What follows belongs to an exercise in optimizing a design on an open flow for small area; a production flow would make more cautious choices.
Only simulation tests tie the RTL to the original design; equivalence was not proved.
Power and IR drop assume default switching activity.

Setup of tundra:
==> flow/design.v (excerpt) <==
module wal_video (
    input  logic        clk,
    input  logic        rst,         
    input  logic        reg_we,
    input  logic [3:0]  reg_addr,    
    input  logic [31:0] reg_wdata,
    output logic [11:0] vram_addr,
    input  logic [31:0] vram_rdata,
    output logic        hs,
    output logic        vs,
    output logic        vde,
    output logic [3:0]  red,
    output logic [3:0]  green,
    output logic [3:0]  blue
);
For scale: ~1,600 cells after synthesis, ~250 flip-flops, ~98 I/O pins.
export LEC_CHECK = 0
export ABC_AREA = 1
export CAP_MARGIN = 0
export CORE_MARGIN = 2
export CORE_UTILIZATION = 40
export CTS_CLUSTER_DIAMETER = 70
export CTS_CLUSTER_SIZE = 24
export PLACE_DENSITY = 0.95
export SLEW_MARGIN = 0
export SYNTH_MEMORY_MAX_BITS = 32768
create_clock -name core_clock -period 18.0 [get_ports {clk}]
standard.sh (not shown) runs the stock make flow with config.mk's settings and CLKGATE_MAP_FILE= SYNTH_SCRIPT=/design/flow/synth_recipe.tcl, a recipe that flattens the netlist after the stock synthesis.
==> flow/flow/run.sh <==
#!/bin/bash
# Own layout flow: the standard layout (standard.sh), except that
#  - synthesis maps the combinational logic with an area-oriented ABC script
#    (flow/area.script); everything else in synthesis, including the
#    registers, is the standard synthesis (flow/my_synth.tcl is
#    synth_recipe.tcl with the abc call's script swapped);
#  - synthesis leaves adders to ABC instead of mapping them to the
#    library's full/half-adder cells (ADDER_MAP_FILE empty);
#  - port buffers are the smallest buffer (sky130_fd_sc_hd__buf_1);
#  - clock tree synthesis without dummy loads (CTS_ARGS: the standard
#    arguments with CTS_CLUSTER_SIZE / CTS_CLUSTER_DIAMETER from config.mk,
#    plus -dont_use_dummy_load).
set -euo pipefail
W=$(pwd)
F=$W/flow
sed "s#SYNTH_SCRIPT=[^ ]*#SYNTH_SCRIPT=$F/my_synth.tcl#" standard.sh > $W/my_standard.sh
grep -q "SYNTH_SCRIPT=$F/my_synth.tcl" $W/my_standard.sh
export MY_ABC_SCRIPT=$F/area.script
export ADDER_MAP_FILE=
export BUFFER_PORTS_ARGS="-buffer_cell sky130_fd_sc_hd__buf_1"
export CTS_ARGS="-sink_clustering_enable -repair_clock_nets -sink_clustering_size 24 -sink_clustering_max_diameter 70 -dont_use_dummy_load"
bash $W/my_standard.sh finish > $W/flow_make.log 2>&1
==> flow/flow/area.script <==
strash
ifraig
scorr
dc2
dch -f
amap -m -F 2 -A 6
strash
dch -f
amap -m -F 2 -A 6
topo
==> flow/flow/my_synth.tcl <==
proc synth {args} { yosys synth -nofsm -noshare {*}$args }
proc abc {args} {
  set i [lsearch -exact $args -script]
  if {$i >= 0} { set args [lreplace $args $i [expr {$i+1}] -script $::env(MY_ABC_SCRIPT)] }
  yosys abc {*}$args
}
source $::env(SCRIPTS_DIR)/synth.tcl
# left out here: clear keep_hierarchy, flatten, clean up, hide names made inside functions, write 1_2_yosys.v
#### Input delta (xenon over tundra)
-- flow/config.mk --
<<< tundra, line 14
export PLACE_DENSITY = 0.95
>>> xenon, line 14
export PLACE_DENSITY = 0.8
xenon closes out successfully: all stages finished, all timing, DRC and antenna checks passed.
Taking tundra as the reference, in xenon met2 capacity usage during global routing rose 1.1 points; pre-CTS worst setup slack rose 0.34 ns; count of clock-buffer cells in the layout rose 1.
Distinct cell type count of the synthesized netlist: tundra vs xenon identical
Hold slack is lower on xenon
xenon packs its core tighter than tundra.
Timing startpoint of the critical path = vga.y[1]: tundra; timing startpoint of the critical path = vga.y[0]: xenon
Leakage power total: xenon > tundra
Final critical-path setup slack in xenon vs tundra: up 0.28 ns
Compared with tundra, xenon shows a relative slew slack that is 0.17 points higher.
Looking at worst setup path endpoint, the blue[3] result is from xenon; the red[1] one comes from tundra.
Setup changes, xenon to garnet
-- flow/config.mk --
<<< xenon, line 11
export CORE_UTILIZATION = 40
>>> garnet, line 11
export CORE_UTILIZATION = 55
<<< xenon, line 14
export PLACE_DENSITY = 0.8
>>> garnet, line 14
export PLACE_DENSITY = 0.9
Number of standard-cell rows in the floorplan in garnet is about 14% below xenon.
Higher total power after layout was reported by xenon, not garnet.
For part of the power in the clock network, garnet and xenon come out practically identical.
garnet against xenon: final worst slack fell by 0.11 ns; placeable core region now smaller.
diff inputs: garnet => juniper
-- flow/config.mk --
<<< garnet, line 11
export CORE_UTILIZATION = 55
>>> juniper, line 11
export CORE_UTILIZATION = 40
<<< garnet, line 14
export PLACE_DENSITY = 0.9
>>> juniper, line 14
[summary]
- Re layout inverter count without the clock tree: no difference whatsoever between garnet and juniper.
- Note that the first-iteration DRC count recorded for garnet amounts to 1.6 times the value seen in juniper.
- Of juniper and garnet, the lower share of post-route cells with drive strength above 1 belongs to garnet.
- Comparing maximum vdd drop for juniper and garnet, the bigger number came from garnet.
- Against garnet, juniper reports a cell area that is higher.
- Compared with garnet, juniper degrades core area.
- Summary of juniper over garnet: switching power total went up 13 uW; critical path depth went down 6.

========
Another version of the RTL of wal_video (not shown whole).
Size: roughly 1600 cells after synthesis, ~98 I/O pins, roughly 14000 µm² of cells after synthesis.
==> flow/config.mk <==
export PLATFORM = sky130hd
export DESIGN_NAME = wal_video
export DESIGN_NICKNAME = wal_video
export VERILOG_FILES = /design/flow/design.v
export SDC_FILE = /design/flow/constraint.sdc
export NUM_CORES = 4
export LEC_CHECK = 0
export ABC_AREA = 1
export CAP_MARGIN = 0
export CORE_MARGIN = 2
export CORE_UTILIZATION = 40
export CTS_CLUSTER_DIAMETER = 70
export CTS_CLUSTER_SIZE = 24
export PLACE_DENSITY = 0.9
export SLEW_MARGIN = 0
export SYNTH_MEMORY_MAX_BITS = 32768
==> flow/constraint.sdc <==
create_clock -name core_clock -period 18.0 [get_ports {clk}]
set_input_delay 3.6000 -clock core_clock [delete_from_list [all_inputs] [get_ports {clk}]]
set_output_delay 3.6000 -clock core_clock [all_outputs]
set_load 0.01 [all_outputs]
==> flow/flow/area.script <==
strash
ifraig
scorr
dc2
dch -f
amap -m -F 2 -A 6
strash
dch -f
amap -m -F 2 -A 6
strash
dch -f
amap -m -F 2 -A 6
topo
Scripts as last shown in full above: flow/flow/run.sh, flow/flow/my_synth.tcl
Change:
--- a/flow/config.mk
+++ b/flow/config.mk
@@ -8,3 +8,3 @@
 export ABC_AREA = 1
-export CAP_MARGIN = 0
+export CAP_MARGIN = 5
 export CORE_MARGIN = 2
@@ -14,3 +14,3 @@
 export PLACE_DENSITY = 0.9
-export SLEW_MARGIN = 0
+export SLEW_MARGIN = 5
 export SYNTH_MEMORY_MAX_BITS = 32768
Effect: Worst setup slack is unchanged. Clock skew is unchanged. Hold slack is unchanged. Design area is unchanged. Routed wire length is unchanged. Area after synthesis does not change.
Change:
--- a/flow/config.mk
+++ b/flow/config.mk
@@ -8,3 +8,3 @@
 export ABC_AREA = 1
-export CAP_MARGIN = 5
+export CAP_MARGIN = 20
 export CORE_MARGIN = 2
@@ -13,4 +13,4 @@
 export CTS_CLUSTER_SIZE = 24
-export PLACE_DENSITY = 0.9
-export SLEW_MARGIN = 5
+export PLACE_DENSITY = 0.95
+export SLEW_MARGIN = 20
 export SYNTH_MEMORY_MAX_BITS = 32768
Result: Fmax barely changes. Routed wire length came out higher by about 8%. Hold slack is about the same. Design area goes up by 1.6%. Total power climbs by about 1.1%. Clock skew fell by 0.0078 ns. Clock power is about the same.

what the ideal ports hide:
The flow's constraints put no driver on any port. The routed layouts listed below were extracted and timed again, unchanged, in two steps.
Step 1 assumes that a clkbuf_16 drives the clock port and a buf_2 every other input.
Step 2 moves the port delays by t, midway between the first and last clock arrival at a register: inputs arrive t later, outputs are due t later. That takes back most of the time a late clock gives input paths.
a / b / c = ideal ports / drivers / drivers and shift; a / b = the first two.
run	t (ns)	slack for setup (ns)	latest minus earliest clock arrival (ns)	worst data-port slew with drivers (ns)	pins driven straight from the clock port
tundra	0.517	1.074 / 1.031 / 1.548	0.025 / 0.026	0.09	1
xenon	0.526	1.349 / 1.306 / 1.832	0.063 / 0.063	0.09	1
garnet	0.532	1.242 / 1.192 / 1.725	0.069 / 0.069	0.11	1
juniper	0.541	1.399 / 1.348 / 1.889	0.118 / 0.118	0.11	1
the first run of note 2	0.527	0.955 / 0.912 / 1.439	0.028 / 0.028	0.04	1
the second run of note 2	0.527	0.955 / 0.912 / 1.439	0.028 / 0.028	0.04	1
the third run of note 2	0.520	0.940 / 0.894 / 1.413	0.050 / 0.049	0.06	1
After both steps setup and hold are still met in every run listed.
